Context: an optimization exercise on an open-source flow, tuned for small area and a short achievable clock period. The choices shown serve that exercise and are no tape-out recipe.
Where RTL was checked, it was by simulation tests only, not by an equivalence proof against the original.
No functional check of the RTL was part of runs 3 to 7.
Power is estimated from default activity; no workload was simulated.

--- flow/flow/run.sh ---
#!/bin/bash
# The standard ORFS layout (standard.sh) with:
# - port buffers of buf_2 instead of the resizer's default delay cell;
# - CTS without dummy loads, built from clkbuf_16 in sink clusters of 24;
# - timing repair allowed to change a cell's footprint when sizing;
# - no full/half-adder cell extraction in synthesis (ABC maps the adder).
# Each tool's log stays under orfs/logs; make's own output goes to flow.log.
set -euo pipefail
export BUFFER_PORTS_ARGS="-buffer_cell sky130_fd_sc_hd__buf_2"
export CTS_ARGS="-sink_clustering_enable -repair_clock_nets -dont_use_dummy_load -buf_list sky130_fd_sc_hd__clkbuf_16 -sink_clustering_size 24 -sink_clustering_max_diameter 70"
bash standard.sh MATCH_CELL_FOOTPRINT=0 ADDER_MAP_FILE= finish > flow.log 2>&1
--- flow/standard.sh ---
#!/bin/bash
# synth_recipe.tcl (not shown) runs the flow's synth.tcl, then flattens the netlist and writes it again
# the make line also repeats each setting of config.mk as NAME=value (left out here)
make -C /OpenROAD-flow-scripts/flow DESIGN_CONFIG=/design/flow/config.mk WORK_HOME=/design/flow/orfs CLKGATE_MAP_FILE= SYNTH_SCRIPT=/design/flow/synth_recipe.tcl "${@:-finish}"
--- flow/config.mk ---
export PLATFORM = sky130hd
export DESIGN_NAME = simple_cpu
export DESIGN_NICKNAME = simple_cpu
export VERILOG_FILES = /design/flow/design.v
export SDC_FILE = /design/flow/constraint.sdc
export NUM_CORES = 4
export LEC_CHECK = 0
export ABC_AREA = 0
export CAP_MARGIN = 20
export CORE_MARGIN = 2
export CORE_UTILIZATION = 70
export SETUP_SLACK_MARGIN = 2.5
export SLEW_MARGIN = 20
export TNS_END_PERCENT = 10
--- flow/constraint.sdc ---
create_clock -name core_clock -period 4.0 [get_ports {clk}]
set_input_delay 0.8000 -clock core_clock [delete_from_list [all_inputs] [get_ports {clk}]]
set_output_delay 0.8000 -clock core_clock [all_outputs]
set_load 0.01 [all_outputs]
--- flow/design.v ---
module alu (clk, operand_a, operand_b, cin, en, result, lo_next, hi_next);
    input clk;
    input [7:0] operand_a, operand_b;
    input cin, en;
    output reg [7:0] result;
    output [3:0] lo_next;
    output [7:0] hi_next;
    wire [7:0] p = operand_a ^ operand_b;
    wire [7:0] g = operand_a & operand_b;
    wire G10 = g[1] | (p[1] & g[0]), P10 = p[1] & p[0];
    wire G32 = g[3] | (p[3] & g[2]), P32 = p[3] & p[2];
    wire G54 = g[5] | (p[5] & g[4]), P54 = p[5] & p[4];
    wire G64 = g[6] | (p[6] & G54),  P64 = p[6] & P54;
    wire G52 = G54 | (P54 & G32),    P52 = P54 & P32;
    wire G62 = G64 | (P64 & G32),    P62 = P64 & P32;
    wire [7:0] c;
    assign c[0] = cin;
    assign c[1] = g[0] | (p[0] & cin);
    assign c[2] = G10 | (P10 & cin);
    assign c[3] = g[2] | (p[2] & c[2]);
    assign c[4] = G32 | (P32 & c[2]);
    assign c[5] = g[4] | (p[4] & c[4]);
    assign c[6] = G52 | (P52 & c[2]);
    assign c[7] = G62 | (P62 & c[2]);
    wire [7:0] sum = p ^ c;
    always @(posedge clk)
        result <= en ? sum : 8'd0;
    wire [1:0] s_lo = sum[1:0];
    assign lo_next = en ? (4'b0001 << s_lo) : 4'b0001;
    wire [2:0] s0 = operand_a[4:2] + operand_b[4:2];
    wire [7:0] d0 = 8'b00000001 << s0;
    wire [7:0] d1 = {d0[6:0], d0[7]};
    assign hi_next = en ? (c[2] ? d1 : d0) : 8'b00000001;
endmodule
module reg_mem (lo_next, hi_next, data_in, wen, clk, data_out);
    input [3:0] lo_next;
    input [7:0] hi_next;
    input [7:0] data_in;
    input wen;
    input clk;
    output reg [7:0] data_out;
    reg [255:0] mem_bits;
    reg [3:0] rlo;
    reg [7:0] rhi;
    wire [7:0] rd [0:32];
    assign rd[0] = 8'd0;
    always @(posedge clk) begin
        rlo <= lo_next;
        rhi <= hi_next;
    end
    genvar k;
    generate
        for (k = 0; k < 32; k = k + 1) begin : word
            wire hit = rlo[k % 4] & rhi[k / 4];
            always @(posedge clk)
                if (wen & hit)
                    mem_bits[8*k +: 8] <= data_in;
            assign rd[k+1] = rd[k] | ({8{hit}} & mem_bits[8*k +: 8]);
        end
    endgenerate
    always @(posedge clk)
        data_out <= wen ? 8'd0 : rd[32];
endmodule
module CU (clk, rst, instr, result, data_out, operand1, operand_b, store_data,
           alu_cin, alu_en, w_r, regfile_a, regfile_b, regfile_c, regfile_d);
    input clk, rst;
    input [19:0] instr;
    input [7:0] result, data_out;
    output reg [7:0] operand1, operand_b, store_data;
    output reg alu_cin, alu_en, w_r;
    output reg [7:0] regfile_a, regfile_b, regfile_c, regfile_d;
    reg s_reset, s_decode, s_execute, s_mem, s_wb;
    reg sel1;
    reg [7:0] regfile [0:3];
    wire [1:0] t = instr[19:18];
    wire is_std = ~t[1] & t[0];
    wire is_load = t[1] & ~t[0];
    wire is_store = t[1] & t[0];
    wire ld_any = ~s_reset;
    wire ld_std = ~s_reset & ~s_mem;
    wire load = t[1] ? ld_any : (t[0] & ld_std);
    wire [7:0] x1 = regfile[instr[17:16]];
    wire [7:0] x2 = regfile[instr[15:14]];
    wire [7:0] x3 = regfile[instr[13:12]];
    wire s_reset_nx = rst | (s_reset & (t == 2'b00));
    wire sel1_nx = s_reset ? 1'b0 : (load ? is_std : sel1);
    wire [7:0] result2 = sel1 ? result : data_out;
    wire wb = s_wb & (is_std | is_load);
    always @(posedge clk) begin
        if (load) begin
            operand1 <= is_store ? x1 : x2;
            operand_b <= (is_std ? x3 : instr[11:4]) ^ {8{instr[0]}};
            store_data <= x2;
            alu_cin <= instr[0];
        end
        sel1 <= sel1_nx;
        if (s_reset)
            alu_en <= 1'b0;
        else if (load)
            alu_en <= (instr[3:1] == 3'b000);
        if (rst | s_reset)
            w_r <= 1'b0;
        else if (load)
            w_r <= is_store;
        if (s_reset) begin
            regfile[0] <= 8'd0;
            regfile[1] <= 8'd1;
            regfile[2] <= 8'd2;
            regfile[3] <= 8'd3;
        end else if (wb)
            regfile[instr[17:16]] <= result2;
        if (rst) begin
            regfile_a <= 8'd0;
            regfile_b <= 8'd0;
            regfile_c <= 8'd0;
            regfile_d <= 8'd0;
        end else if (s_execute) begin
            regfile_a <= regfile[0];
            regfile_b <= regfile[1];
            regfile_c <= regfile[2];
            regfile_d <= regfile[3];
        end
        s_reset <= s_reset_nx;
        s_decode <= ~rst & ((s_reset & (t != 2'b00)) | (s_mem & is_store) | s_wb);
        s_execute <= ~rst & s_decode;
        s_mem <= ~rst & s_execute & ~is_std;
        s_wb <= ~rst & ((s_execute & is_std) | (s_mem & ~is_store));
    end
endmodule
`timescale 1ns / 1ps
module simple_cpu (clk, rst, instruction, regfile_a, regfile_b, regfile_c, regfile_d);
    input clk, rst;
    input [19:0] instruction;
    output [7:0] regfile_a, regfile_b, regfile_c, regfile_d;
    wire [7:0] operand1, operand_b, store_data, result, data_out;
    wire [3:0] lo_next;
    wire [7:0] hi_next;
    wire alu_cin, alu_en, w_r;
    alu alu1 (clk, operand1, operand_b, alu_cin, alu_en, result, lo_next, hi_next);
    reg_mem data_memory (lo_next, hi_next, store_data, w_r, clk, data_out);
    CU CU1 (clk, rst, instruction, result, data_out, operand1, operand_b, store_data,
            alu_cin, alu_en, w_r, regfile_a, regfile_b, regfile_c, regfile_d);
endmodule
==> summary.md, run 1 <==
| Metric | Value |
|---|---|
| Outcome | timing/DRC/antenna clean |
| Nets@finish | 1,092 |
| Most common cell after layout, fill and taps aside | edfxtp_1 |
| Post-route minimum period | 1.84 ns |
| Commonest cells after routing, fill and taps aside | edfxtp_1 (313), a22oi_1 (68), nor2_1 (67) |
| Comb pwr share | 0.078 |
| Hold_buf cts | 0 |
| Worst Max-Slew Pin Slew | 1.05 ns |
| Vias/cell | 7.23 |
| Clock tree sinks | 381 |
| Total negative slack | 0 ns |
| Share of layout cells above drive strength 1 | 0.264 |
| Cell chain of the critical path | buf_12 -> a22o_1 -> a222oi_1 -> a41oi_1 |
| Area Overhead vs Synth | 15.0% |
| Mapped cell area | 15,100 sq um |
| Levels on crit path | 4 |
| Post-Syn Area per Cell | 15.3 sq um |
| GRT Util Overall | 0.357 |
| RSZ-0062 raised after global routing | true |
| Root Driver | clkbuf_16 |
| Hold Path Class | flop to flop |
| Power Internal | 5.51 mW |
| Worst hold path depth | 1 |
| FF-to-FF Start | data_memory.rhi[3] |
| Switch share | 0.222 |
| DP Area | 15,500 sq um |
| Drt total wl | 40.9 mm |
| Crit-path slowest cell | a222oi_1 |
| Normalized max-slew margin | 0.303 |
| IO buf count | 53 |
| Post-synth EDFFs | 313 |
| Worst path bufs/invs | 1 |
| Clock latency (worst-skew pair) | 0.56 ns |
| Setup Viol. Count Final | 0 |
| Largest net degree at the start of global routing | 41 |
| Crit path max-delay family | compound AO/OA/AOI/OAI gates |
| Synth unique cells | 58 |
| Fraction of registers with async set/reset | 0 |
| Kind of critical path | flop to flop |
| NetSw | 1.57 mW |
| Synth Flop Type | edfxtp_1 |
| Required time of the worst setup path | 4.34 ns |
| Largest fanout on the critical path | 7 |
| Wire per inst | 30.4 um |
| Max-cap violations | 0 |
| Fin. max-slew vios | 0 |
| Hpwl dp | 23.1 mm |
| Hold EP | CU1.s_execute |
| Crit end category | flop |
| F_max | 0.545 GHz |
| Hold Startpoint | CU1.s_decode |
| Post-synthesis instance total | 988 |
| Starting Density | 0.716 |
| Period utilization | 0.459 |
| Seq pwr share | 0.632 |
| Worst Skew | 0.0662 ns |
| Clock buffer count from CTS | 20 |
| Die area | 22,800 sq um |
| Antenna violations before repair | 0 |
| Crit path launch type | flop |
| Clock Power Share | 0.290 |
| Detailed Route Iter0 Violations | 1,488 |
| Vias in the first global route | 8,974 |
| R2R depth | 4 |
| Yosys reg bits | 381 |
| Sequential area share after synthesis | 0.713 |
| Die width | 151 um |
| P per Cell Area | 408 nW/um^2 |
| VDD IR-drop max | 454 uV |
| Vias | 9,705 |
| H-tree depth | 1 |
| Routability cong. | 0.919 |
| Syn_nets | 1,010 |
| Synth Warn # | 3 |
| Grt ovf | 0 |
| Crit-path max cell delay | 0.72 ns |
| Worst Path Arrival | 2.17 ns |
| Reg2reg end | data_memory.data_out[1] |
| Max clock buf depth | 3 |
| Ports | 54 |
| Clock transition at path regs | 0.09 ns |
| Chip height | 151 um |
| ANT nets after route | 0 |
| First-pass GRT wire length | 57.3 mm |
| Number of diodes | 0 |
| Reg-to-reg slack, setup | 2.16 ns |
| P_leak | 5.98 nW |
| Std-Cell Core Area | 21,100 sq um |
| Final non-filler cell area | 17,400 sq um |
| Site Rows | 53 |
| DRC | 0 |
| Final hold viol count | 0 |
| Drt pass-1 iters | 7 |
| TritonCTS clock tree | done |
## synthesized netlist by cell type (all sizes together), types with 2 or more instances
master    n  area, sq um
or2       5         31.3
a41oi     2         17.5
a21oi    12         60.1
nand4     5         31.3
inv       6         22.5
a222oi   16          160
xnor2    13          114
a31oi     6         37.5
buf      14         78.8
o21bai    2         15.0
nand3b    2         15.0
and2      4         25.0
nand3    22          110
nand2b    4         25.0
a22oi    76          571
a211oi    2         15.0
mux4     24          541
dfxtp    68         1360
clkbuf   58          218
o22ai     3         18.8
a221oi    6         52.6
o21ai    11         70.1
nor3      7         35.0
and3     37          231
nand2    46          173
a22o     51          447
mux2i    52          521
or3       4         25.0
o31ai     2         15.0
nor2     77          314
xor2      8         70.1
edfxtp  313         9400
nor2b     4         32.5
a21o      3         22.5
mux2      8         90.1
nor3b     2         15.0
## sequential cells by signal (all words and copies together), names as in the netlist, 7 cells and up
register,cells
data_memory.mem_bits,256
CU1.regfile,32
CU1.operand1,8
CU1.operand_b,8
CU1.store_data,8
alu1.result,8
data_memory.data_out,8
data_memory.rhi,8
regfile_a,8
regfile_b,8
regfile_c,8
regfile_d,7
## how the worst max path moves through the flow
stage | from | slack, ns | end
after detailed placement | instruction[18] | 1.05 | CU1.regfile[0][4]
after global routing | CU1.operand1[2] | 2.12 | data_memory.rhi[4]
after CTS | regfile_c[5] | 2.24 | regfile_c[5]
after floorplan | instruction[18] | 1.50 | CU1.regfile[0][0]
final | data_memory.rhi[3] | 2.16 | data_memory.data_out[1]
after global placement | instruction[18] | 1.13 | CU1.regfile[0][5]
## cells by family (layout without fill, tap and decap cells)
family,count (synthesis),after routing,synth area share
multiplexers,84,84,0.0763
flip-flops,381,381,0.713
adder cells (fa/ha/maj),1,1,0.000746
XOR/XNOR,21,21,0.0122
AND/OR/NAND/NOR,223,223,0.0728
buffers and inverters,78,158,0.0211
AO/OA/AOI/OAI,200,200,0.104
## repair_timing
action                                  4_1_cts  5_1_grt
gates resized for setup                     131       36
endpoints found under the setup margin      438      429
buffers inserted                             35       15
gates cloned                                  6        2
pin swaps                                    19       18
## power by group through the flow
| stage | clock network [mW] | logic, mW | registers, mW |
|---|---|---|---|
| finish | 2.05 | 0.555 | 4.47 |
| CTS | 2.02 | 0.461 | 4.50 |
| global route | 2.17 | 0.579 | 4.48 |
| detailed placement | 0 | 0.392 | 4.59 |
| global placement | 0 | 0.378 | 4.58 |
| floorplan | 0 | 0.307 | 4.52 |
## per-stage QoR
stage	total power [mW]	cells	setup slack [ns]	hold WS [ns]	util
finish	7.08	1343	2.16	0.450	0.823
global route	7.23	1343	2.12	0.468	0.823
CTS	6.98	1319	2.24	0.458	0.803
detailed placement	4.98	1258	1.05	0.441	0.737
global placement	4.96	1258	1.13	0.416	0.737
floorplan	4.83	988	1.50	0.414	-
## layer usage
layer	GRT usage	vias to the layer above	routed length, um
met5	0	-	0
met4	0.114	0	1340
met3	0.103	116	6300
met2	0.525	840	18500
met1	0.527	4720	14700
li1	-	4029	-
## layout make-up
class	instances	area [sq um]
Tap cell	275	344
Sequential cell	381	10800
Fill cell	1057	3730
Timing Repair inverter	1	7.51
Clock buffer	20	500
Inverter	6	26.3
Multi-Input combinational cell	529	4200
Timing Repair Buffer	131	1440
==> inputs of run 2 (changes only) <==
==> flow/flow/run.sh (replaced) <==
#!/bin/bash
# The standard ORFS layout (standard.sh) with:
# - port buffers of buf_2 instead of the resizer's default delay cell;
# - CTS without dummy loads, built from clkbuf_16 in sink clusters of 32;
# - timing repair allowed to change a cell's footprint when sizing;
# - no full/half-adder cell extraction in synthesis (ABC maps the adder).
# Each tool's log stays under orfs/logs; make's own output goes to flow.log.
set -euo pipefail
export BUFFER_PORTS_ARGS="-buffer_cell sky130_fd_sc_hd__buf_2"
export CTS_ARGS="-sink_clustering_enable -repair_clock_nets -dont_use_dummy_load -buf_list sky130_fd_sc_hd__clkbuf_16 -sink_clustering_size 32 -sink_clustering_max_diameter 80"
bash standard.sh MATCH_CELL_FOOTPRINT=0 ADDER_MAP_FILE= finish > flow.log 2>&1
==> run 2 against run 1 <==
  * Cell count is 0.45% lower
  * Highest routed layer unchanged
  * Register-to-register slack is essentially flat
  * Still clean
  * Sequential share of layout area is 1.0 points higher
  * Clock power is 12% lower
  * Synthesized cell count did not move
  * Wire length decreased by 2.1%
  * Setup slack improved by 0.010 ns
  * Critical path type unchanged
  * Largest cell class unchanged
  * Maximum frequency grew 0.57%
==> summary.md, run 2 <==
| Metric | Value |
|---|---|
| Hold_buf cts | 0 (unchanged) |
| Routability cong. | 0.919 (unchanged) |
| Drt pass-1 iters | 7 (unchanged) |
| GR met3 Demand/Resource | 0.0765 (-0.0265) |
| Area Overhead vs Synth | 13.1% |
| Worst Max-Slew Pin Slew | 1.05 ns (+0.00562 ns) |
| Worst Path Arrival | 2.20 ns (+0.03 ns) |
| Cell chain of the critical path | buf_4 -> a22o_1 -> a22oi_1 -> and4_1 -> a31oi_1 |
| Site Rows | 53 (unchanged) |
| Area share of the largest cell type after synthesis | 0.623 (unchanged) |
| Hpwl dp | 23.1 mm (unchanged) |
| Std-Cell Core Area | 21,100 sq um (unchanged) |
| Total power after layout | 6.82 mW (-3.7%) |
| Clock buffer count from CTS | 16 (-20%) |
| Clock tree sinks | 381 (unchanged) |
| P_leak | 5.88 nW (-1.5%) |
| Post-route minimum period | 1.83 ns (-0.0104 ns) |
| Normalized max-slew margin | 0.299 (-0.00374) |
| Post-Syn Area per Cell | 15.3 sq um (unchanged) |
| Max clock buf depth | 3 (unchanged) |
| Wire per inst | 29.9 um (-1.7%) |
| ANT nets after route | 0 (unchanged) |
| Die width | 151 um (unchanged) |
| Root Driver | clkbuf_16 |
| Share of layout cells above drive strength 1 | 0.246 (-0.0183) |
| Crit-path slowest cell | dfxtp_4 |
| Yosys reg bits | 381 (unchanged) |
| Final non-filler cell area | 17,100 sq um (-1.6%) |
| Crit end category | flop |
| Drt total wl | 40.0 mm (-2.1%) |
| Vias/cell | 7.17 (-0.82%) |
| Crit path launch type | flop |
| Fin. max-slew vios | 0 (unchanged) |
| Crit-path max cell delay | 0.41 ns (-0.31 ns) |
| DP Worst Slack | 1.05 ns (unchanged) |
| Clock transition at path regs | 0.11 ns (+0.02 ns) |
| Period utilization | 0.456 (-0.00261) |
| Post-Layout Cell Count | 1,337 (-0.45%) |
| Post-synth top area cell | edfxtp_1 |
| RSZ-0062 raised after global routing | true |
| Core Util, Final | 0.810 (-0.0135) |
| GRT busiest layer | met1 |
| Vias | 9,582 (-1.3%) |
| M1 GR Usage | 0.539 (+0.0124) |
| Fill cells | 1,109 (+4.9%) |
| Die area | 22,800 sq um (unchanged) |
| Total negative slack | 0 ns (unchanged) |
| Commonest cells in the netlist | edfxtp_1 (313), a22oi_1 (76), nor2_1 (69), dfxtp_1 (68), clkbuf_1 (58) |
| Clock latency (worst-skew pair) | 0.51 ns (-0.05 ns) |
| Chip height | 151 um (unchanged) |
| GRT Util Overall | 0.348 (-0.00849) |
| Nets@finish | 1,086 (-0.55%) |
| F_max | 0.548 GHz (+0.57%) |
| VDD IR-drop max | 371 uV (-18%) |
| Worst Skew | 0.0303 ns (-0.0358 ns) |
| Most frequent cell after synthesis | edfxtp_1 |
| Synth unique cells | 58 (unchanged) |
| Largest fanout on the critical path | 18 (+11) |
| Starting Density | 0.716 (unchanged) |
| Post-synth EDFFs | 313 (unchanged) |
| Vias in the first global route | 8,778 (-2.2%) |
| Setup Viol. Count Final | 0 (unchanged) |
| DP Area | 15,500 sq um (unchanged) |
| Max reg flops | 256 (unchanged) |
| First-pass GRT wire length | 56.2 mm (-1.8%) |
| Max-cap violations | 0 (unchanged) |
| Hold Path Class | flop to flop |
| Largest net degree at the start of global routing | 41 (unchanged) |
| Top cells by area, synth | edfxtp_1 (62%), dfxtp_1 (9.0%), a22oi_1 (3.8%) |
| Met2 Use GR | 0.517 (-0.00886) |
| Kind of critical path | flop to flop |
| H-tree depth | 1 (unchanged) |
| Most common cell after layout, fill and taps aside | edfxtp_1 |
| Syn_nets | 1,010 (unchanged) |
| Largest regs | data_memory.mem_bits x256, CU1.regfile x32 |
| TritonCTS clock tree | done |
| Most flops, register | data_memory.mem_bits |
| DRC | 0 (unchanged) |
| Ports | 54 (unchanged) |
| Commonest cells after routing, fill and taps aside | edfxtp_1 (313), a22oi_1 (75), nor2_1 (68) |
| Fraction of registers with async set/reset | 0 (unchanged) |
| Detailed Route Iter0 Violations | 1,739 (+17%) |
| Post-synthesis instance total | 988 (unchanged) |
| Synth Warn # | 3 (unchanged) |
| Worst path bufs/invs | 1 (unchanged) |
| Synth Flop Type | edfxtp_1 |
| WHS | 0.433 ns (-0.0167 ns) |
| Antenna violations before repair | 0 (unchanged) |
| Final hold viol count | 0 (unchanged) |
| Crit path max-delay family | compound AO/OA/AOI/OAI gates |
| IO buf count | 53 (unchanged) |
| Sequential area share after synthesis | 0.713 (unchanged) |
| Mapped cell area | 15,100 sq um (unchanged) |
| Outcome | timing/DRC/antenna clean |
| P per Cell Area | 399 nW/um^2 (-2.1%) |
| Post-route setup slack | 2.17 ns (+0.0104 ns) |
| Placed insts | 1,258 (unchanged) |
| Grt ovf | 0 (unchanged) |
| Required time of the worst setup path | 4.37 ns (+0.03 ns) |
| Number of diodes | 0 (unchanged) |
==> run 2: cell counts after synthesis <==
Identical to the previous run, type by type.
==> run 2: repair_timing <==
action | 4_1_cts | 5_1_grt
gates resized for setup | 95 | 38
setup endpoints to repair | 581 | 473
pin swaps | 19 | 14
cloned | 6 | 1
setup buffers | 33 | 16
==> run 2: cell families (layout without fill, tap and decap cells) <==
logic type	after synthesis	count (layout)	synth area share
AOI/OAI and AO/OA	200	200	0.104
xor gates and xnor gates	21	21	0.0122
adders and majority gates	1	1	0.000746
buffers and inverters	78	152	0.0211
DFF	381	381	0.713
muxes	84	84	0.0763
and+or+nand+nor	223	223	0.0728
==> run 2: path summary, 6_finish.rpt <==
kind / cells past startpoint / startpoint / endpoint / slack, ns
setup / recovery: 5 / data_memory.rlo[3] / data_memory.data_out[3] / 2.17
hold / removal: 1 / CU1.s_decode / CU1.s_execute / 0.43
setup reg to reg: 5 / data_memory.rlo[3] / data_memory.data_out[3] / 2.17
hold reg to reg: 1 / CU1.s_decode / CU1.s_execute / 0.43
==> run 2: power by group <==
part           switching [mW]  internal (mW)  leakage (nW)
combinational           0.300          0.238          2.25
clock                    1.08          0.727         0.197
sequential              0.107           4.37          3.44
==> run 2: layer usage <==
metal,vias to the layer above,wire length [um]
li1,4019,-
met1,4686,14700
met2,785,18200
met3,92,6080
met4,0,1070
met5,-,0
==> run 2: final cells by class <==
| cell class | instances | area, sq um | share of cell area |
|---|---|---|---|
| inverters | 6 | 26.3 | 0.00154 |
| repair buffers | 129 | 1300 | 0.0761 |
| multi-input cells | 529 | 4170 | 0.244 |
| repair inverters | 1 | 7.51 | 0.000440 |
| well taps | 275 | 344 | 0.0202 |
| clock buffers | 16 | 400 | 0.0235 |
| flip-flops and latches | 381 | 10800 | 0.634 |
==> inputs of run 3 (changes only) <==
--- a/flow/design.v
+++ b/flow/design.v
@@ -1,2 +1,2 @@
-module alu (clk, operand_a, operand_b, cin, en, result, lo_next, hi_next);
+module alu (clk, operand_a, operand_b, cin, en, rlo, rhi, result, lo_next, hi_next);
     input clk;
@@ -4,3 +4,5 @@
     input cin, en;
-    output reg [7:0] result;
+    input [3:0] rlo;
+    input [7:0] rhi;
+    output [7:0] result;
     output [3:0] lo_next;
@@ -25,4 +27,11 @@
     wire [7:0] sum = p ^ c;
+    reg [7:5] result_hi;
     always @(posedge clk)
-        result <= en ? sum : 8'd0;
+        result_hi <= en ? sum[7:5] : 3'd0;
+    assign result = {result_hi,
+                     rhi[4] | rhi[5] | rhi[6] | rhi[7],
+                     rhi[2] | rhi[3] | rhi[6] | rhi[7],
+                     rhi[1] | rhi[3] | rhi[5] | rhi[7],
+                     rlo[2] | rlo[3],
+                     rlo[1] | rlo[3]};
     wire [1:0] s_lo = sum[1:0];
@@ -34,3 +43,3 @@
 endmodule
-module reg_mem (lo_next, hi_next, data_in, wen, clk, data_out);
+module reg_mem (lo_next, hi_next, data_in, wen, clk, data_out, rlo, rhi);
     input [3:0] lo_next;
@@ -42,4 +51,4 @@
     reg [255:0] mem_bits;
-    reg [3:0] rlo;
-    reg [7:0] rhi;
+    output reg [3:0] rlo;
+    output reg [7:0] rhi;
     wire [7:0] rd [0:32];
@@ -137,5 +146,7 @@
     wire [7:0] hi_next;
+    wire [3:0] rlo;
+    wire [7:0] rhi;
     wire alu_cin, alu_en, w_r;
-    alu alu1 (clk, operand1, operand_b, alu_cin, alu_en, result, lo_next, hi_next);
-    reg_mem data_memory (lo_next, hi_next, store_data, w_r, clk, data_out);
+    alu alu1 (clk, operand1, operand_b, alu_cin, alu_en, rlo, rhi, result, lo_next, hi_next);
+    reg_mem data_memory (lo_next, hi_next, store_data, w_r, clk, data_out, rlo, rhi);
     CU CU1 (clk, rst, instruction, result, data_out, operand1, operand_b, store_data,
==> flow/flow/run.sh (replaced) <==
#!/bin/bash
# The standard ORFS layout (standard.sh) with:
# - port buffers of buf_2 instead of the resizer's default delay cell;
# - CTS without dummy loads, built from clkbuf_8 in sink clusters of 16;
# - timing repair allowed to change a cell's footprint when sizing;
# - no full/half-adder cell extraction in synthesis (ABC maps the adder).
# Each tool's log stays under orfs/logs; make's own output goes to flow.log.
set -euo pipefail
export BUFFER_PORTS_ARGS="-buffer_cell sky130_fd_sc_hd__buf_2"
export CTS_ARGS="-sink_clustering_enable -repair_clock_nets -dont_use_dummy_load -buf_list sky130_fd_sc_hd__clkbuf_8 -sink_clustering_size 16 -sink_clustering_max_diameter 40"
bash standard.sh MATCH_CELL_FOOTPRINT=0 ADDER_MAP_FILE= finish > flow.log 2>&1
==> run 3 against run 2 <==
  * Clock skew increased by 0.021 ns
  * Non-clock buffer count decreased by 22
  * Setup slack got worse by 0.093 ns
  * Core utilization decreased by 1.2 points
  * Critical path depth unchanged
  * Largest cell class unchanged
==> summary.md, run 3 <==
| Metric | Value |
|---|---|
| Outcome | timing/DRC/antenna clean |
| Clock latency (worst-skew pair) | 0.58 ns (+0.07 ns) |
| VDD IR-drop max | 366 uV (-1.2%) |
| Mapped cell area | 14,900 sq um (-1.5%) |
| Final hold viol count | 0 (unchanged) |
| Die width | 150 um (-0.71%) |
| Most common cell after layout, fill and taps aside | edfxtp_1 |
| Worst Max-Slew Pin Slew | 1.06 ns (+0.0106 ns) |
| Chip height | 150 um (-0.71%) |
| Vias | 9,614 (+0.33%) |
| Synth Area in Adders | 0.00143 (+0.000684) |
| Post-synth EDFFs | 313 (unchanged) |
| Post-route minimum period | 1.92 ns (+0.0934 ns) |
| Largest regs | data_memory.mem_bits x256, CU1.regfile x32 |
| Antenna violations before repair | 0 (unchanged) |
| Sequential area share after synthesis | 0.717 (+0.00376) |
| Drt total wl | 39.6 mm (-0.90%) |
| Synth Flop Type | edfxtp_1 |
| H-tree depth | 2 (+1) |
| Worst Skew | 0.0511 ns (+0.0207 ns) |
| Clock buffer count from CTS | 39 (+23) |
| Commonest cells in the netlist | edfxtp_1 (313), a22oi_1 (83), nor2_1 (79), dfxtp_1 (63), clkbuf_1 (60) |
| First-pass GRT wire length | 55.8 mm (-0.86%) |
| Normalized max-slew margin | 0.292 (-0.00705) |
| Starting Density | 0.710 (-0.00592) |
| Share of layout cells above drive strength 1 | 0.239 (-0.00682) |
| ANT nets after route | 0 (unchanged) |
| Fin. max-slew vios | 0 (unchanged) |
| Vias/cell | 7.19 (+0.26%) |
| Crit path launch type | flop |
| IO buf count | 53 (unchanged) |
| Post-Synth Simple-Gate Area | 0.0727 (-0.000106) |
| Post-synthesis instance total | 989 (+0.10%) |
| Most frequent cell after synthesis | edfxtp_1 |
| Yosys reg bits | 376 (-1.3%) |
| Max clock buf depth | 3 (unchanged) |
| Most flops, register | data_memory.mem_bits |
| Number of diodes | 0 (unchanged) |
| Kind of critical path | flop to flop |
| Main combinational cell family by area after synthesis | compound AO/OA/AOI/OAI gates |
| Total power after layout | 6.96 mW (+2.1%) |
| Nets@finish | 1,087 (+0.092%) |
| DRC | 0 (unchanged) |
| Hpwl dp | 23.2 mm (+0.63%) |
| Period utilization | 0.480 (+0.0234) |
| Synth unique cells | 58 (unchanged) |
| Fraction of registers with async set/reset | 0 (unchanged) |
| Post-Layout Cell Count | 1,338 (+0.075%) |
| Synth Warn # | 3 (unchanged) |
| Post-Syn Area per Cell | 15.0 sq um (-1.6%) |
| Crit end category | flop |
| Std-Cell Core Area | 21,000 sq um (-0.63%) |
| F_max | 0.521 GHz (-4.9%) |
| Drt pass-1 iters | 7 (unchanged) |
| Clock transition at path regs | 0.09 ns (-0.02 ns) |
| Post-Synth XOR/XNOR Area | 0.0118 (-0.000409) |
| Worst Path Arrival | 2.33 ns (+0.13 ns) |
| Largest net degree at the start of global routing | 39 (-4.9%) |
| Clock tree sinks | 376 (-1.3%) |
| Required time of the worst setup path | 4.41 ns (+0.04 ns) |
| RSZ-0062 raised after global routing | true |
| Post-synth top area cell | edfxtp_1 |
| Detailed Route Iter0 Violations | 1,508 (-13%) |
| Core Util, Final | 0.798 (-0.0115) |
| Area fraction in compound gates after synthesis | 0.104 (about the same) |
| Mux contribution to synthesized area | 0.0728 (-0.00350) |
| P_leak | 5.68 nW (-3.4%) |
| Root Driver | clkbuf_8 |
| Max reg flops | 256 (unchanged) |
| Ports | 54 (unchanged) |
| GRT Util Overall | 0.345 (-0.00348) |
| Vias in the first global route | 9,096 (+3.6%) |
| Routability cong. | 0.915 (-0.48%) |
| Total negative slack | 0 ns (unchanged) |
| Commonest cells after routing, fill and taps aside | edfxtp_1 (313), a22oi_1 (82), nor2_1 (77) |
| Hold Path Class | flop to flop |
| Area share of the largest cell type after synthesis | 0.632 (+0.00916) |
| Largest fanout on the critical path | 8 (-10) |
| Top cells by area, synth | edfxtp_1 (63%), dfxtp_1 (8.5%), a22oi_1 (4.2%) |
| Site Rows | 53 (unchanged) |
| Max-cap violations | 0 (unchanged) |
| Grt ovf | 0 (unchanged) |
| P per Cell Area | 416 nW/um^2 (+4.2%) |
| Syn_nets | 1,011 (+0.099%) |
| Placed insts | 1,256 (-0.16%) |
| Wire per inst | 29.6 um (-0.97%) |
| Die area | 22,400 sq um (-1.4%) |
| Hold_buf cts | 0 (unchanged) |
| Setup Viol. Count Final | 0 (unchanged) |
| TritonCTS clock tree | done |
| Area Overhead vs Synth | 12.4% |
## run 3: cell count changes after synthesis, moves of 5 or more
cell,before,now
nor2_2,7,0
dfxtp_1,68,63
a21oi_1,12,30
nor4_1,0,5
a22o_1,51,31
nand2_1,46,39
mux2i_1,52,44
nor2_1,69,79
a22oi_1,76,83
a222oi_1,16,11
## run 3: report_power, final
part	leakage [nW]	switching [mW]	total, mW	internal, mW
sequential	3.39	0.116	4.43	4.31
combinational	2.01	0.274	0.489	0.214
clock	0.280	1.17	2.04	0.870
## run 3: through the flow
stage	hold slack [ns]	cell area [sq um]	setup WS, ns
2_1_floorplan	0.414	15000	1.80
3_3_place_gp	0.436	15300	1.49
3_5_place_dp	0.439	15300	1.40
4_1_cts	0.452	16200	2.17
5_1_grt	0.462	16700	2.05
6_report	0.448	16700	2.08
## run 3: layout make-up
class                   instances  area, sq um
clock buffers                  39          537
multi-input cells             533         4180
repair inverters                1         7.51
flip-flops and latches        376        10700
inverters                       7         30.0
fillers                      1115         4230
well taps                     275          344
repair buffers                107          912
## run 3: worst paths after layout
path	startpoint	to	slack (ns)	depth (start not counted)
worst max-delay path	CU1.operand1[1]	data_memory.rlo[1]	2.08	5
worst min-delay path	CU1.s_decode	CU1.s_execute	0.45	1
worst max register to register	CU1.operand1[1]	data_memory.rlo[1]	2.08	5
worst min register to register	CU1.s_decode	CU1.s_execute	0.45	1
## run 3: what timing repair did
item                       CTS  global route
cloned                       2             0
pin swaps                   15            16
setup endpoints to repair  460           412
gates resized for setup     68            51
buffers inserted            15            22
## run 3: cell families (layout without fill, tap and decap cells)
logic type                 count (synthesis)  count (layout)
and+or+nand+nor                          224             224
xor gates and xnor gates                  20              20
DFF                                      376             376
adders and majority gates                  2               2
AOI/OAI and AO/OA                        210             210
muxes                                     77              77
buffers and inverters                     80             154
## run 3: layer usage
metal | global-route usage | routed length [um] | up-vias
met4 | 0.0958 | 1300 | 0
met2 | 0.521 | 18300 | 756
li1 | - | - | 4009
met3 | 0.0826 | 5360 | 114
met1 | 0.515 | 14700 | 4735
met5 | 0 | 0 | -
## run 3: worst max-delay path: stages, from the launching register on
cell      delay [ns]
edfxtp_1        0.50
buf_6           0.17
xnor2_1         0.51
o21ai_0         0.22
a22oi_1         0.28
nor2_1          0.09
==> inputs of run 4 (changes only) <==
--- a/flow/config.mk
+++ b/flow/config.mk
@@ -11,2 +11,3 @@
 export CORE_UTILIZATION = 70
+export GPL_TIMING_DRIVEN = 0
 export SETUP_SLACK_MARGIN = 2.5
==> run 4 against run 3 <==
  * Still clean
  * Synthesized cell count stayed put
  * Synthesized area did not move
  * Clock skew fell by 0.0020 ns
  * Largest power group unchanged
  * Highest routed layer unchanged
==> summary.md, run 4 <==
| Metric | Value |
|---|---|
| Highest routed layer | met4 |
| Post-route minimum period | 1.92 ns (+0.00517 ns) |
| Top cells by area, synth | edfxtp_1 (63%), dfxtp_1 (8.5%), a22oi_1 (4.2%) |
| Post-Synth Simple-Gate Area | 0.0727 (unchanged) |
| Final hold viol count | 0 (unchanged) |
| Hold_buf cts | 0 (unchanged) |
| Std-Cell Core Area | 21,000 sq um (unchanged) |
| Detail Route met3 WL | 6.49 mm (+21%) |
| Switch share | 0.229 (+0.00417) |
| Met1 WL | 15.5 mm (+5.8%) |
| Final non-filler cell area | 17,200 sq um (+2.9%) |
| Hpwl dp | 26.3 mm (+13%) |
| Nets@finish | 1,132 (+4.1%) |
| Post-synthesis instance total | 989 (unchanged) |
| Hold EP | CU1.alu_cin |
| Synth unique cells | 58 (unchanged) |
| Most flops, register | data_memory.mem_bits |
| Clock buffer count from CTS | 40 (+2.6%) |
| Total negative slack | 0 ns (unchanged) |
| DP Area | 15,600 sq um (+1.5%) |
| ANT nets after route | 0 (unchanged) |
| Largest fanout on the critical path | 10 (+2) |
| Seq pwr share | 0.625 (-0.012) |
| Wire per inst | 30.7 um (+3.6%) |
| Period utilization | 0.481 (+0.00129) |
| DRC | 0 (unchanged) |
| Area Overhead vs Synth | 15.6% |
| Worst Path Arrival | 2.37 ns (+0.04 ns) |
| Hold Path Class | primary input to flop |
| Drt pass-1 iters | 6 (-1) |
| Crit-path slowest cell | a222oi_1 |
| Crit end category | flop |
| Antenna violations before repair | 0 (unchanged) |
| Clock transition at path regs | 0.07 ns (-0.02 ns) |
| Worst Max-Slew Pin Slew | 1.13 ns (+0.0671 ns) |
| Number of diodes | 0 (unchanged) |
| H-tree depth | 2 (unchanged) |
| Die width | 150 um (unchanged) |
| Reg-to-reg slack, setup | 2.08 ns (about the same) |
| Yosys reg bits | 376 (unchanged) |
| Vias | 10,000 (+4.3%) |
| Post-synth top area cell | edfxtp_1 |
| Commonest cells after routing, fill and taps aside | edfxtp_1 (313), nor2_1 (77), a22oi_1 (75) |
| Power Internal | 5.43 mW (+0.58%) |
| Mux contribution to synthesized area | 0.0728 (unchanged) |
| Crit-path max cell delay | 0.39 ns (-0.12 ns) |
| TritonCTS clock tree | done |
| Synth Area in Adders | 0.00143 (unchanged) |
| Placed insts | 1,309 (+4.2%) |
| Clock tree sinks | 376 (unchanged) |
| Fill cells | 1,070 (-4.0%) |
| Clock latency (worst-skew pair) | 0.57 ns (about the same) |
| Routability cong. | 0.977 (+6.8%) |
| Post-Syn Area per Cell | 15.0 sq um (unchanged) |
| Crit path max-delay family | compound AO/OA/AOI/OAI gates |
| Post-synth EDFFs | 313 (unchanged) |
| Vias in the first global route | 9,164 (+0.75%) |
| Cell chain of the critical path | buf_6 -> a22o_1 -> a222oi_1 -> nand4_1 -> a21oi_2 -> a21oi_2 |
| First-pass GRT wire length | 58.7 mm (+5.2%) |
| Mapped cell area | 14,900 sq um (unchanged) |
| NetSw | 1.61 mW (+3.0%) |
| Vias/cell | 7.25 (+0.88%) |
| Clock Power Share | 0.301 (+0.008) |
| Crit path launch type | flop |
| Post-Synth XOR/XNOR Area | 0.0118 (unchanged) |
| Required time of the worst setup path | 4.45 ns (+0.04 ns) |
| Root Driver | clkbuf_8 |
| Largest regs | data_memory.mem_bits x256, CU1.regfile x32 |
| Detailed Route Iter0 Violations | 1,696 (+12%) |
| RSZ-0062 raised after global routing | true |
| Main combinational cell family by area after synthesis | compound AO/OA/AOI/OAI gates |
| VDD IR-drop max | 376 uV (+2.7%) |
| Largest net degree at the start of global routing | 33 (-15%) |
| Max-cap violations | 0 (unchanged) |
| Max reg flops | 256 (unchanged) |
| Chip height | 150 um (unchanged) |
| Metal2 WL | 18.7 mm (+2.5%) |
| Fin. max-slew vios | 0 (unchanged) |
| Syn_nets | 1,011 (unchanged) |
| Most used cell, CP | a21oi_2 |
| Hold Startpoint | instruction[0] |
| F_max | 0.520 GHz (-0.27%) |
| P per Cell Area | 409 nW/um^2 (-1.7%) |
| Commonest cells in the netlist | edfxtp_1 (313), a22oi_1 (83), nor2_1 (79), dfxtp_1 (63), clkbuf_1 (60) |
| Starting Density | 0.710 (unchanged) |
| Fraction of registers with async set/reset | 0 (unchanged) |
| Most common cell after layout, fill and taps aside | edfxtp_1 |
| Worst hold path depth | 1 (unchanged) |
| Site Rows | 53 (unchanged) |
| Max clock buf depth | 3 (unchanged) |
| IO buf count | 45 (-15%) |
| Area share of the largest cell type after synthesis | 0.632 (unchanged) |
| Grt ovf | 0 (unchanged) |
| Synth Warn # | 3 (unchanged) |
| Sequential area share after synthesis | 0.717 (unchanged) |
| Comb pwr share | 0.074 (+0.004) |
| GRT Util Overall | 0.374 (+0.0292) |
| Kind of critical path | flop to flop |
| Ports | 54 (unchanged) |
| Area fraction in compound gates after synthesis | 0.104 (unchanged) |
| Outcome | timing/DRC/antenna clean |
| Setup Viol. Count Final | 0 (unchanged) |
| Share of layout cells above drive strength 1 | 0.290 (+0.0508) |
| Die area | 22,400 sq um (unchanged) |
| Post-Layout Cell Count | 1,383 (+3.4%) |
| Most frequent cell after synthesis | edfxtp_1 |
| Synth Flop Type | edfxtp_1 |
| Worst Skew | 0.0491 ns (-0.00198 ns) |
| Normalized max-slew margin | 0.248 (-0.0447) |
| P_leak | 5.84 nW (+2.8%) |
| R2R depth | 6 (+1) |
| Drt total wl | 42.4 mm (+7.1%) |
| Worst path bufs/invs | 1 (unchanged) |
| Reg2reg end | data_memory.data_out[6] |
| FF-to-FF Start | data_memory.rlo[0] |
## run 4: metrics by stage
stage	setup slack, ns	total power, mW	hold WS [ns]	utilization
2_1_floorplan	1.80	4.75	0.414	-
3_3_place_gp	1.21	4.91	0.417	0.743
3_5_place_dp	1.21	4.92	0.441	0.743
4_1_cts	2.16	6.95	0.421	0.796
5_1_grt	2.02	7.17	0.427	0.821
6_report	2.08	7.04	0.429	0.821
## run 4: routing by layer
| metal | track usage | up-vias |
|---|---|---|
| li1 | - | 4107 |
| met1 | 0.550 | 4905 |
| met2 | 0.536 | 865 |
| met3 | 0.127 | 148 |
| met4 | 0.123 | 0 |
| met5 | 0 | - |
## run 4: cell families after synthesis
kind of cell             count (synthesis)
flip-flops                             376
AND/OR/NAND/NOR                        224
AO/OA/AOI/OAI                          210
buffers and inverters                   80
multiplexers                            77
XOR/XNOR                                20
adder cells (fa/ha/maj)                  2
## run 4: worst max path at each step
| stage | from | to | slack [ns] | depth (start not counted) |
|---|---|---|---|---|
| final | data_memory.rlo[0] | data_memory.data_out[6] | 2.08 | 6 |
| after global routing | CU1.operand1[1] | data_memory.rhi[1] | 2.02 | 6 |
| after CTS | regfile_a[1] | regfile_a[1] | 2.16 | 1 |
| after detailed placement | data_memory.rlo[1] | data_memory.mem_bits[170] | 1.21 | 4 |
| after global placement | data_memory.rhi[5] | data_memory.data_out[4] | 1.21 | 6 |
| after floorplan | instruction[19] | CU1.regfile[0][0] | 1.80 | 6 |
## run 4: power by group through the flow
| stage | registers [mW] | clock network [mW] | logic, mW |
|---|---|---|---|
| after CTS | 4.42 | 2.08 | 0.447 |
| after floorplan | 4.46 | 0 | 0.291 |
| after global placement | 4.50 | 0 | 0.408 |
| final | 4.40 | 2.12 | 0.523 |
| after global routing | 4.41 | 2.21 | 0.550 |
| after detailed placement | 4.51 | 0 | 0.416 |
## run 4: what timing repair did
| item | CTS | global route |
|---|---|---|
| setup buffers | 16 | 11 |
| setup endpoints to repair | 530 | 475 |
| pin swaps | 19 | 27 |
| hold endpoints to repair | 0 | 0 |
| cloned | 2 | 0 |
| resized for setup | 279 | 113 |
## run 4: layout make-up
cell class                 instances  area [sq um]  area share
buffer                            73           647      0.0376
clock buffer                      40           551      0.0320
multi-input combinational        533          4260       0.247
tap                              275           344      0.0200
sequential                       376         10700       0.622
inverter                           7          30.0     0.00175
timing repair inverter             1          7.51    0.000436
timing repair buffer              78           663      0.0385
==> inputs of run 5 (changes only) <==
--- a/flow/config.mk
+++ b/flow/config.mk
@@ -11,5 +11,4 @@
 export CORE_UTILIZATION = 70
-export GPL_TIMING_DRIVEN = 0
 export SETUP_SLACK_MARGIN = 2.5
 export SLEW_MARGIN = 20
-export TNS_END_PERCENT = 10
+export TNS_END_PERCENT = 20
==> run 5 against run 4 <==
  * Combinational power shrank 1%
  * Setup slack gained 0.0021 ns
  * Cell count shrank 1.3%
  * Critical endpoint is now data_memory.rhi[2]
  * Worst hold slack gained 0.023 ns
  * Largest cell class unchanged
  * Core utilization grew 0.60 points
==> summary.md, run 5 <==
| Metric | Value |
|---|---|
| Max clock buf depth | 3 (unchanged) |
| Reg-to-reg slack, setup | 2.08 ns (about the same) |
| Area fraction in compound gates after synthesis | 0.104 (unchanged) |
| TritonCTS clock tree | done |
| Clock latency (worst-skew pair) | 0.56 ns (about the same) |
| Max reg flops | 256 (unchanged) |
| Highest routed layer | met4 |
| Share of layout cells above drive strength 1 | 0.294 (+0.00387) |
| Drt total wl | 42.2 mm (-0.42%) |
| Sequential area share after synthesis | 0.717 (unchanged) |
| WHS | 0.451 ns (+0.0229 ns) |
| Main combinational cell family by area after synthesis | compound AO/OA/AOI/OAI gates |
| Hold Path Class | flop to flop |
| Largest net degree at the start of global routing | 39 (+18%) |
| Fraction of registers with async set/reset | 0 (unchanged) |
| R2R depth | 5 (-1) |
| Starting Density | 0.710 (unchanged) |
| Synth Warn # | 3 (unchanged) |
| Max-cap violations | 0 (unchanged) |
| IO buf count | 53 (+18%) |
| Total negative slack | 0 ns (unchanged) |
| Post-Syn Area per Cell | 15.0 sq um (unchanged) |
| Detailed Route Iter0 Violations | 1,719 (+1.4%) |
| Post-synth top area cell | edfxtp_1 |
| Most flops, register | data_memory.mem_bits |
| Worst Max-Slew Pin Slew | 1.10 ns (-0.0278 ns) |
| Most frequent cell after synthesis | edfxtp_1 |
| Clock transition at path regs | 0.08 ns (about the same) |
| Met1 WL | 14.9 mm (-4.3%) |
| Site Rows | 53 (unchanged) |
| Total power after layout | 6.99 mW (-0.75%) |
| Post-route minimum period | 1.92 ns (-0.00205 ns) |
| Most common cell after layout, fill and taps aside | edfxtp_1 |
| Syn_nets | 1,011 (unchanged) |
| Clock tree sinks | 376 (unchanged) |
| Root Driver | clkbuf_8 |
| Clock buffer count from CTS | 38 (-5.0%) |
| Grt ovf | 0 (unchanged) |
| Register area | 10,700 sq um (+0.39%) |
| Largest fanout on the critical path | 5 (-5) |
| Routability cong. | 0.892 (-8.7%) |
| Multi-input gate area | 4260 sq um (about the same) |
| Post-Synth Simple-Gate Area | 0.0727 (unchanged) |
| Mux contribution to synthesized area | 0.0728 (unchanged) |
| Post-synth EDFFs | 313 (unchanged) |
| Die width | 150 um (unchanged) |
| Detail Route met3 WL | 6.50 mm (+0.15%) |
| P per Cell Area | 403 nW/um^2 (-1.5%) |
| Fill cells | 1,037 (-3.1%) |
| Die area | 22,400 sq um (unchanged) |
| Nets@finish | 1,114 (-1.6%) |
| Commonest cells in the netlist | edfxtp_1 (313), a22oi_1 (83), nor2_1 (79), dfxtp_1 (63), clkbuf_1 (60) |
| F_max | 0.520 GHz (+0.11%) |
| Ports | 54 (unchanged) |
| Crit path launch type | flop |
| Metal2 WL | 19.1 mm (+2.1%) |
| Required time of the worst setup path | 4.48 ns (+0.03 ns) |
| Worst hold path depth | 1 (unchanged) |
| Antenna violations before repair | 0 (unchanged) |
| FF-to-FF Start | CU1.operand1[0] |
| Top cells by area, synth | edfxtp_1 (63%), dfxtp_1 (8.5%), a22oi_1 (4.2%) |
| Hold Startpoint | CU1.s_decode |
| DRC | 0 (unchanged) |
| Setup Viol. Count Final | 0 (unchanged) |
| Synth unique cells | 58 (unchanged) |
| GRT Util Overall | 0.336 (-0.0380) |
| Crit end category | flop |
| Hold EP | CU1.s_execute |
| Wire per inst | 31.0 um (+0.89%) |
| ANT nets after route | 0 (unchanged) |
| Synth Flop Type | edfxtp_1 |
| Area share of the largest cell type after synthesis | 0.632 (unchanged) |
| First-pass GRT wire length | 54.6 mm (-6.9%) |
| Number of diodes | 0 (unchanged) |
| Yosys reg bits | 376 (unchanged) |
| VDD IR-drop max | 435 uV (+16%) |
| Post-Synth XOR/XNOR Area | 0.0118 (unchanged) |
| Area Overhead vs Synth | 16.5% |
| Worst Path Arrival | 2.40 ns (+0.03 ns) |
| Normalized max-slew margin | 0.266 (+0.0186) |
| Worst Skew | 0.0436 ns (-0.00553 ns) |
| Reg2reg end | data_memory.rhi[2] |
| H-tree depth | 2 (unchanged) |
| Std-Cell Core Area | 21,000 sq um (unchanged) |
| Largest regs | data_memory.mem_bits x256, CU1.regfile x32 |
| Outcome | timing/DRC/antenna clean |
| Mapped cell area | 14,900 sq um (unchanged) |
| Vias/cell | 7.30 (+0.74%) |
| Vias in the first global route | 8,887 (-3.0%) |
| Fin. max-slew vios | 0 (unchanged) |
| RSZ-0062 raised after global routing | true |
| Synth Area in Adders | 0.00143 (unchanged) |
| Final hold viol count | 0 (unchanged) |
| Chip height | 150 um (unchanged) |
| Vias | 9,968 (-0.57%) |
| Hpwl dp | 23.2 mm (-12%) |
| Kind of critical path | flop to flop |
| Commonest cells after routing, fill and taps aside | edfxtp_1 (313), a22oi_1 (77), nor2_1 (76) |
| P_leak | 5.90 nW (+1.0%) |
| Drt pass-1 iters | 6 (unchanged) |
| Period utilization | 0.480 (-0.000513) |
| Post-synthesis instance total | 989 (unchanged) |
run 5: worst max-delay path, cell delays in order (launching register included):
cell	delay [ns]
edfxtp_1	0.44
maj3_2	0.37
a211o_1	0.35
o22a_1	0.28
o21ai_2	0.20
and3_4	0.21
run 5: routing by layer:
layer  vias to the layer above  GRT usage
met5                         -          0
met4                         0     0.0858
met3                       157     0.0826
met2                       834      0.503
met1                      4906      0.508
li1                       4071          -
run 5: final cells by class:
class,count,area share
inverters,7,0.00173
clock buffers,38,0.0302
well taps,275,0.0199
flip-flops and latches,376,0.620
repair inverters,1,0.000433
repair buffers,135,0.0819
multi-input cells,533,0.246
run 5: kinds of logic (layout without fill, tap and decap cells):
kind of cell               count (synthesis)  count (layout)
AOI/OAI and AO/OA                        210             210
buffers and inverters                     80             181
adders and majority gates                  2               2
xor gates and xnor gates                  20              20
and+or+nand+nor                          224             224
muxes                                     77              77
DFF                                      376             376
run 5: where the power goes:
part	switching [mW]	internal [mW]	total, mW
combinational	0.281	0.235	0.516
sequential	0.115	4.31	4.43
clock	1.19	0.849	2.04
total	1.59	5.40	6.99
run 5: metrics by stage:
step	utilization	setup WS, ns	instances	cell area (sq um)
final	0.827	2.08	1365	17300
after global routing	0.827	2.05	1365	17300
after CTS	0.773	2.14	1313	16200
after detailed placement	0.732	1.46	1258	15300
after global placement	0.732	1.49	1258	15300
after floorplan	-	1.80	989	15000
run 5: timing repair:
| item | 4_1_cts | 5_1_grt |
|---|---|---|
| cloned | 2 | 6 |
| setup buffers | 15 | 41 |
| resized for setup | 64 | 129 |
| setup endpoints to repair | 473 | 381 |
| hold buffers | 0 | 0 |
| pin swaps | 8 | 40 |
run 5: worst max path at each step:
stage | startpoint | slack (ns) | end | cells past startpoint
after floorplan | instruction[19] | 1.80 | CU1.regfile[0][0] | 6
after global placement | instruction[18] | 1.49 | CU1.operand_b[4] | 4
after detailed placement | instruction[18] | 1.46 | CU1.operand_b[3] | 4
after CTS | CU1.operand1[0] | 2.14 | data_memory.rhi[7] | 5
after global routing | CU1.operand1[1] | 2.05 | data_memory.rhi[2] | 5
final | CU1.operand1[0] | 2.08 | data_memory.rhi[2] | 5
==> inputs of run 6 (changes only) <==
--- a/flow/config.mk
+++ b/flow/config.mk
@@ -11,4 +11,4 @@
 export CORE_UTILIZATION = 70
-export SETUP_SLACK_MARGIN = 2.5
+export SETUP_SLACK_MARGIN = 2.4
 export SLEW_MARGIN = 20
-export TNS_END_PERCENT = 20
+export TNS_END_PERCENT = 10
==> run 6 against run 5 <==
  * Wire length is 9.1% lower
  * Clock power hardly changed
  * Synthesized area stayed put
  * Setup slack gained 0.027 ns
  * Highest routed layer unchanged
  * Sequential cell count unchanged
  * Count of clock-buffer cells in the layout unchanged
  * Critical path type unchanged
  * Non-clock buffer count shrank 27
==> summary.md, run 6 <==
| Metric | Value |
|---|---|
| Outcome | timing/DRC/antenna clean |
| Die width | 150 um (unchanged) |
| Grt ovf | 0 (unchanged) |
| GRT Util Overall | 0.348 (+0.0117) |
| Synth unique cells | 58 (unchanged) |
| Setup Viol. Count Final | 0 (unchanged) |
| Largest net degree at the start of global routing | 39 (unchanged) |
| Required time of the worst setup path | 4.46 ns (-0.02 ns) |
| Routability cong. | 0.884 (-0.95%) |
| Area share of the largest cell type after synthesis | 0.632 (unchanged) |
| Crit path from | CU1.operand1[1] |
| Clock transition at path regs | 0.10 ns (+0.02 ns) |
| Vias/cell | 7.15 (-2.1%) |
| P_leak | 5.70 nW (-3.4%) |
| Share of layout cells above drive strength 1 | 0.251 (-0.0424) |
| Chip height | 150 um (unchanged) |
| F_max | 0.528 GHz (+1.4%) |
| Crit path launch type | flop |
| Max-cap violations | 0 (unchanged) |
| Highest routed layer | met4 |
| Clock buffer count from CTS | 38 (unchanged) |
| Most flops, register | data_memory.mem_bits |
| Kind of critical path | flop to flop |
| Post-route minimum period | 1.90 ns (-0.0267 ns) |
| Period utilization | 0.474 (-0.00668) |
| Mapped cell area | 14,900 sq um (unchanged) |
| Synth Flop Type | edfxtp_1 |
| Starting Density | 0.710 (unchanged) |
| Post-synth top area cell | edfxtp_1 |
| Std-Cell Core Area | 21,000 sq um (unchanged) |
| Nets@finish | 1,087 (-2.4%) |
| Ports | 54 (unchanged) |
| Site Rows | 53 (unchanged) |
| Reg-to-reg slack, setup | 2.10 ns (+0.03 ns) |
| Root Driver | clkbuf_8 |
| Clock latency (worst-skew pair) | 0.58 ns (+0.02 ns) |
| DRC | 0 (unchanged) |
| Drt pass-1 iters | 6 (unchanged) |
| Worst Max-Slew Pin Slew | 1.09 ns (-0.0152 ns) |
| Commonest cells in the netlist | edfxtp_1 (313), a22oi_1 (83), nor2_1 (79), dfxtp_1 (63), clkbuf_1 (60) |
| Commonest cells after routing, fill and taps aside | edfxtp_1 (313), a22oi_1 (78), nor2_1 (77) |
| Fin. max-slew vios | 0 (unchanged) |
| Sequential area share after synthesis | 0.717 (unchanged) |
| Post-synthesis instance total | 989 (unchanged) |
| Metal2 WL | 17.6 mm (-7.9%) |
| Wire per inst | 28.7 um (-7.2%) |
| IO buf count | 53 (unchanged) |
| Worst Path Arrival | 2.35 ns (-0.05 ns) |
| Normalized max-slew margin | 0.276 (+0.0101) |
| Total negative slack | 0 ns (unchanged) |
| Final hold viol count | 0 (unchanged) |
| Total power after layout | 6.91 mW (-1.1%) |
| Die area | 22,400 sq um (unchanged) |
| Number of diodes | 0 (unchanged) |
| Reg2reg end | alu1.result_hi[5] |
| Most frequent cell after synthesis | edfxtp_1 |
| Max clock buf depth | 3 (unchanged) |
| TritonCTS clock tree | done |
| RSZ-0062 raised after global routing | true |
| Worst Skew | 0.0840 ns (+0.0404 ns) |
| Vias | 9,567 (-4.0%) |
| ANT nets after route | 0 (unchanged) |
| Synth Warn # | 3 (unchanged) |
| H-tree depth | 2 (unchanged) |
| WHS | 0.464 ns (+0.0122 ns) |
| Post-Syn Area per Cell | 15.0 sq um (unchanged) |
| Yosys reg bits | 376 (unchanged) |
| Syn_nets | 1,011 (unchanged) |
| Clock tree sinks | 376 (unchanged) |
| Crit end category | flop |
| P per Cell Area | 411 nW/um^2 (+2.0%) |
| Vias in the first global route | 9,261 (+4.2%) |
| Detailed Route Iter0 Violations | 1,460 (-15%) |
| Fraction of registers with async set/reset | 0 (unchanged) |
| Post-synth EDFFs | 313 (unchanged) |
| Hpwl dp | 23.3 mm (+0.50%) |
| Drt total wl | 38.4 mm (-9.1%) |
| Largest regs | data_memory.mem_bits x256, CU1.regfile x32 |
| VDD IR-drop max | 348 uV (-20%) |
| R2R depth | 5 (unchanged) |
| First-pass GRT wire length | 56.1 mm (+2.8%) |
| Met1 WL | 14.2 mm (-4.8%) |
| Area Overhead vs Synth | 12.9% |
| Max reg flops | 256 (unchanged) |
| Most common cell after layout, fill and taps aside | edfxtp_1 |
| Largest fanout on the critical path | 5 (unchanged) |
| Fill cells | 1,168 (+13%) |
| Top cells by area, synth | edfxtp_1 (63%), dfxtp_1 (8.5%), a22oi_1 (4.2%) |
| Antenna violations before repair | 0 (unchanged) |
| Detail Route met3 WL | 5.64 mm (-13%) |
| Worst Setup EP | alu1.result_hi[5] |
| Hold Path Class | flop to flop |
| FF-to-FF Start | CU1.operand1[1] |
run 6: cell counts after synthesis:
Identical to the previous run, type by type.
run 6: timing repair:
item                       CTS  global route
gates cloned                 3             0
hold buffers                 0             0
buffers inserted            22            13
gates resized for setup    111            36
pin swaps                   15            13
hold endpoints to repair     0             0
setup endpoints to repair  402           368
run 6: layout make-up:
cell class	instances	area, sq um	area share
Timing Repair inverter	1	7.51	0.000447
Inverter	7	30.0	0.00179
Clock buffer	38	523	0.0311
Timing Repair Buffer	108	1040	0.0622
Tap cell	275	344	0.0205
Multi-Input combinational cell	533	4110	0.245
Sequential cell	376	10700	0.639
run 6: through the flow:
stage | cell area (sq um) | setup slack [ns] | instances | util
after floorplan | 15000 | 1.80 | 989 | -
after global placement | 15300 | 1.49 | 1257 | 0.732
after detailed placement | 15300 | 1.44 | 1257 | 0.732
after CTS | 16500 | 2.19 | 1320 | 0.786
after global routing | 16800 | 2.06 | 1338 | 0.802
final | 16800 | 2.10 | 1338 | 0.802
run 6: logic make-up after synthesis:
group | count (synthesis) | share of synthesized area
flip-flops | 376 | 0.717
AO/OA/AOI/OAI | 210 | 0.104
AND/OR/NAND/NOR | 224 | 0.0727
buffers and inverters | 80 | 0.0208
adder cells (fa/ha/maj) | 2 | 0.00143
multiplexers | 77 | 0.0728
XOR/XNOR | 20 | 0.0118
run 6: where the power goes:
group          internal [mW]  switching [mW]  leakage (nW)
Sequential              4.31           0.111          3.40
Clock                  0.848            1.16         0.273
Combinational          0.211           0.265          2.03
run 6: per-layer routing:
metal  vias to the layer above  GRT usage
li1                       4020          -
met1                      4696      0.517
met2                       765      0.517
met3                        86     0.0994
met4                         0     0.0925
met5                         -          0
run 6: critical path, cell delays in order, from the launching register on:
cell,delay (ns)
edfxtp_1,0.45
or2_1,0.31
a221o_1,0.38
o211a_1,0.15
or3_1,0.35
a21oi_2,0.19
run 6: worst min-delay path by stage:
stage	startpoint	endpoint	slack (ns)	depth (start not counted)
after global routing	instruction[18]	CU1.s_wb	0.47	2
final	CU1.s_decode	CU1.s_execute	0.46	1
after global placement	CU1.s_decode	CU1.s_execute	0.44	1
after detailed placement	CU1.s_decode	CU1.s_execute	0.44	1
after CTS	CU1.s_decode	CU1.s_execute	0.46	1
after floorplan	CU1.s_decode	CU1.s_execute	0.41	1
==> inputs of run 7 (changes only) <==
--- a/flow/design.v
+++ b/flow/design.v
@@ -1,5 +1,5 @@
-module alu (clk, operand_a, operand_b, cin, en, rlo, rhi, result, lo_next, hi_next);
+module alu (clk, operand_a, operand_b, cin, rlo, rhi, result, lo_next, hi_next);
     input clk;
     input [7:0] operand_a, operand_b;
-    input cin, en;
+    input cin;
     input [3:0] rlo;
@@ -29,3 +29,3 @@
     always @(posedge clk)
-        result_hi <= en ? sum[7:5] : 3'd0;
+        result_hi <= sum[7:5];
     assign result = {result_hi,
@@ -37,3 +37,3 @@
     wire [1:0] s_lo = sum[1:0];
-    assign lo_next = en ? (4'b0001 << s_lo) : 4'b0001;
+    assign lo_next = 4'b0001 << s_lo;
     wire [2:0] s0 = operand_a[4:2] + operand_b[4:2];
@@ -41,3 +41,3 @@
     wire [7:0] d1 = {d0[6:0], d0[7]};
-    assign hi_next = en ? (c[2] ? d1 : d0) : 8'b00000001;
+    assign hi_next = c[2] ? d1 : d0;
 endmodule
@@ -73,3 +73,3 @@
 module CU (clk, rst, instr, result, data_out, operand1, operand_b, store_data,
-           alu_cin, alu_en, w_r, regfile_a, regfile_b, regfile_c, regfile_d);
+           alu_cin, w_r, regfile_a, regfile_b, regfile_c, regfile_d);
     input clk, rst;
@@ -78,3 +78,3 @@
     output reg [7:0] operand1, operand_b, store_data;
-    output reg alu_cin, alu_en, w_r;
+    output reg alu_cin, w_r;
     output reg [7:0] regfile_a, regfile_b, regfile_c, regfile_d;
@@ -93,2 +93,3 @@
     wire [7:0] x3 = regfile[instr[13:12]];
+    wire op_ok = ~s_reset & (instr[3:1] == 3'b000);
     wire s_reset_nx = rst | (s_reset & (t == 2'b00));
@@ -98,13 +99,10 @@
     always @(posedge clk) begin
-        if (load) begin
-            operand1 <= is_store ? x1 : x2;
-            operand_b <= (is_std ? x3 : instr[11:4]) ^ {8{instr[0]}};
+        if (load | s_reset) begin
+            operand1 <= op_ok ? (is_store ? x1 : x2) : 8'd0;
+            operand_b <= op_ok ? ((is_std ? x3 : instr[11:4]) ^ {8{instr[0]}}) : 8'd0;
+            alu_cin <= op_ok & instr[0];
+        end
+        if (load)
             store_data <= x2;
-            alu_cin <= instr[0];
-        end
         sel1 <= sel1_nx;
-        if (s_reset)
-            alu_en <= 1'b0;
-        else if (load)
-            alu_en <= (instr[3:1] == 3'b000);
         if (rst | s_reset)
@@ -148,7 +146,7 @@
     wire [7:0] rhi;
-    wire alu_cin, alu_en, w_r;
-    alu alu1 (clk, operand1, operand_b, alu_cin, alu_en, rlo, rhi, result, lo_next, hi_next);
+    wire alu_cin, w_r;
+    alu alu1 (clk, operand1, operand_b, alu_cin, rlo, rhi, result, lo_next, hi_next);
     reg_mem data_memory (lo_next, hi_next, store_data, w_r, clk, data_out, rlo, rhi);
     CU CU1 (clk, rst, instruction, result, data_out, operand1, operand_b, store_data,
-            alu_cin, alu_en, w_r, regfile_a, regfile_b, regfile_c, regfile_d);
+            alu_cin, w_r, regfile_a, regfile_b, regfile_c, regfile_d);
 endmodule
--- a/flow/config.mk
+++ b/flow/config.mk
@@ -11,3 +11,3 @@
 export CORE_UTILIZATION = 70
-export SETUP_SLACK_MARGIN = 2.4
+export SETUP_SLACK_MARGIN = 2.5
 export SLEW_MARGIN = 20
==> run 7 against run 6 <==
  * Largest cell class unchanged
  * Still clean
  * Combinational power is 100% higher
  * First-iteration DRC count is 0.41% lower
  * Critical path type unchanged
  * Sequential power is 2% higher
  * Global-route usage is 0.48 points higher
  * Power is 10% higher
  * Worst hold slack worse by 0.050 ns
  * Sequential share of layout area is 1.9 points lower
  * Count of clock-buffer cells in the layout is 4 higher
==> summary.md, run 7 <==
| Metric | Value |
|---|---|
| Std-Cell Core Area | 21,000 sq um (+0.32%) |
| Share of layout cells above drive strength 1 | 0.261 (+0.00942) |
| P_leak | 5.96 nW (+4.6%) |
| Syn_nets | 1,025 (+1.4%) |
| Grt ovf | 0 (unchanged) |
| Crit-path max cell delay | 0.61 ns (+0.16 ns) |
| First-pass GRT wire length | 56.5 mm (+0.68%) |
| Largest regs | data_memory.mem_bits x256, CU1.regfile x32 |
| Worst Path Arrival | 2.49 ns (+0.14 ns) |
| Worst Skew | 0.0480 ns (-0.0359 ns) |
| Most frequent cell after synthesis | edfxtp_1 |
| Area share of the largest cell type after synthesis | 0.629 (-0.00322) |
| Max clock buf depth | 3 (unchanged) |
| TritonCTS clock tree | done |
| Setup Viol. Count Final | 0 (unchanged) |
| ANT nets after route | 0 (unchanged) |
| Fin. max-slew vios | 0 (unchanged) |
| Post-synthesis instance total | 1,003 (+1.4%) |
| Largest net degree at the start of global routing | 42 (+7.7%) |
| Switch share | 0.257 (+0.0347) |
| Hold Startpoint | CU1.s_decode |
| Max reg flops | 256 (unchanged) |
| Starting Density | 0.711 (+0.00139) |
| Post-Syn Area per Cell | 14.9 sq um (-0.89%) |
| F_max | 0.480 GHz (-9.1%) |
| DRC | 0 (unchanged) |
| Outcome | timing/DRC/antenna clean |
| Vias/cell | 7.20 (+0.69%) |
| Detailed Route Iter0 Violations | 1,454 (-0.41%) |
| Kind of critical path | flop to flop |
| Post-route minimum period | 2.08 ns (+0.189 ns) |
| Max-cap violations | 0 (unchanged) |
| Hold_buf cts | 0 (unchanged) |
| Synth Flop Type | edfxtp_1 |
[run 7: cell count changes after synthesis, sizes merged, moves of 4 or more]
cell / previous run / this run
a21oi: 30 / 18
a222oi: 11 / 18
a22o: 31 / 35
and3: 39 / 33
buf: 13 / 20
clkbuf: 60 / 55
mux2: 9 / 0
nand2: 39 / 59
nand3: 25 / 21
nor2: 79 / 93
[run 7: power groups by stage]
stage          Sequential [mW]  Clock [mW]  Combinational [mW]
2_1_floorplan             4.48           0               0.482
3_3_place_gp              4.63           0               0.585
3_5_place_dp              4.63           0               0.597
4_1_cts                   4.50        2.13               0.741
5_1_grt                   4.50        2.30               0.989
6_report                  4.50        2.18               0.954
[run 7: worst max path at each step]
stage,from,endpoint,slack (ns),depth (start not counted)
detailed placement,instruction[19],CU1.regfile[0][1],1.60,5
floorplan,instruction[18],CU1.regfile[0][0],1.84,6
global placement,instruction[19],CU1.regfile[0][1],1.65,5
global route,data_memory.rhi[7],data_memory.data_out[3],1.96,4
CTS,data_memory.rhi[6],data_memory.data_out[3],2.01,5
finish,data_memory.rhi[6],data_memory.data_out[3],1.92,5
[run 7: area by class of cell]
class | instances | area share
Inverter | 8 | 0.00174
Sequential cell | 375 | 0.620
Tap cell | 275 | 0.0200
Multi-Input combinational cell | 545 | 0.252
Timing Repair Buffer | 139 | 0.0731
Clock buffer | 42 | 0.0335
[run 7: layer usage]
layer  wire [um]  track usage  vias to the layer above  part of all wire
li1            -            -                     4123                 -
met1       15000        0.529                     4937              0.36
met2       18900        0.500                      805              0.45
met3        6830        0.125                       99              0.16
met4        1000       0.0953                        0             0.024
met5           0            0                        -                 0
[run 7: worst reg2reg max path, delay by kind of cell, from the launching register on]
kind / cells / cell delay (ns)
AOI/OAI and AO/OA: 3 / 1.14
DFF: 1 / 0.38
and+or+nand+nor: 1 / 0.27
buffers and inverters: 1 / 0.14
[run 7: what timing repair did]
item,in CTS,in global routing
setup endpoints to repair,440,427
gates resized for setup,41,101
pin swaps,12,33
setup buffers,27,42
gates cloned,0,2
[run 7: through the flow]
stage | std cells | hold slack, ns | util | power [mW] | area (sq um)
floorplan | 1003 | 0.414 | - | 4.96 | 15000
global placement | 1266 | 0.428 | 0.731 | 5.21 | 15400
detailed placement | 1266 | 0.434 | 0.731 | 5.23 | 15400
CTS | 1335 | 0.414 | 0.779 | 7.37 | 16400
global route | 1384 | 0.415 | 0.820 | 7.79 | 17200
finish | 1384 | 0.413 | 0.820 | 7.63 | 17200
[run 7: kinds of logic (layout without fill, tap and decap cells)]
kind of cell,after synthesis,count (layout),share of synthesized area
xor+xnor,22,22,0.0129
simple gates,244,244,0.0771
compound gates,208,208,0.107
fa+ha+maj,2,2,0.00159
buf+inv,83,189,0.0233
mux,69,69,0.0663
flops,375,375,0.712

Check on run 7: ideal ports give 1.916 ns setup slack; a clkbuf_16 on the clock port and buf_2 on the inputs give 1.916 ns; moving port delays by the midpoint clock arrival (0.605 ns) as well gives 1.741 ns.
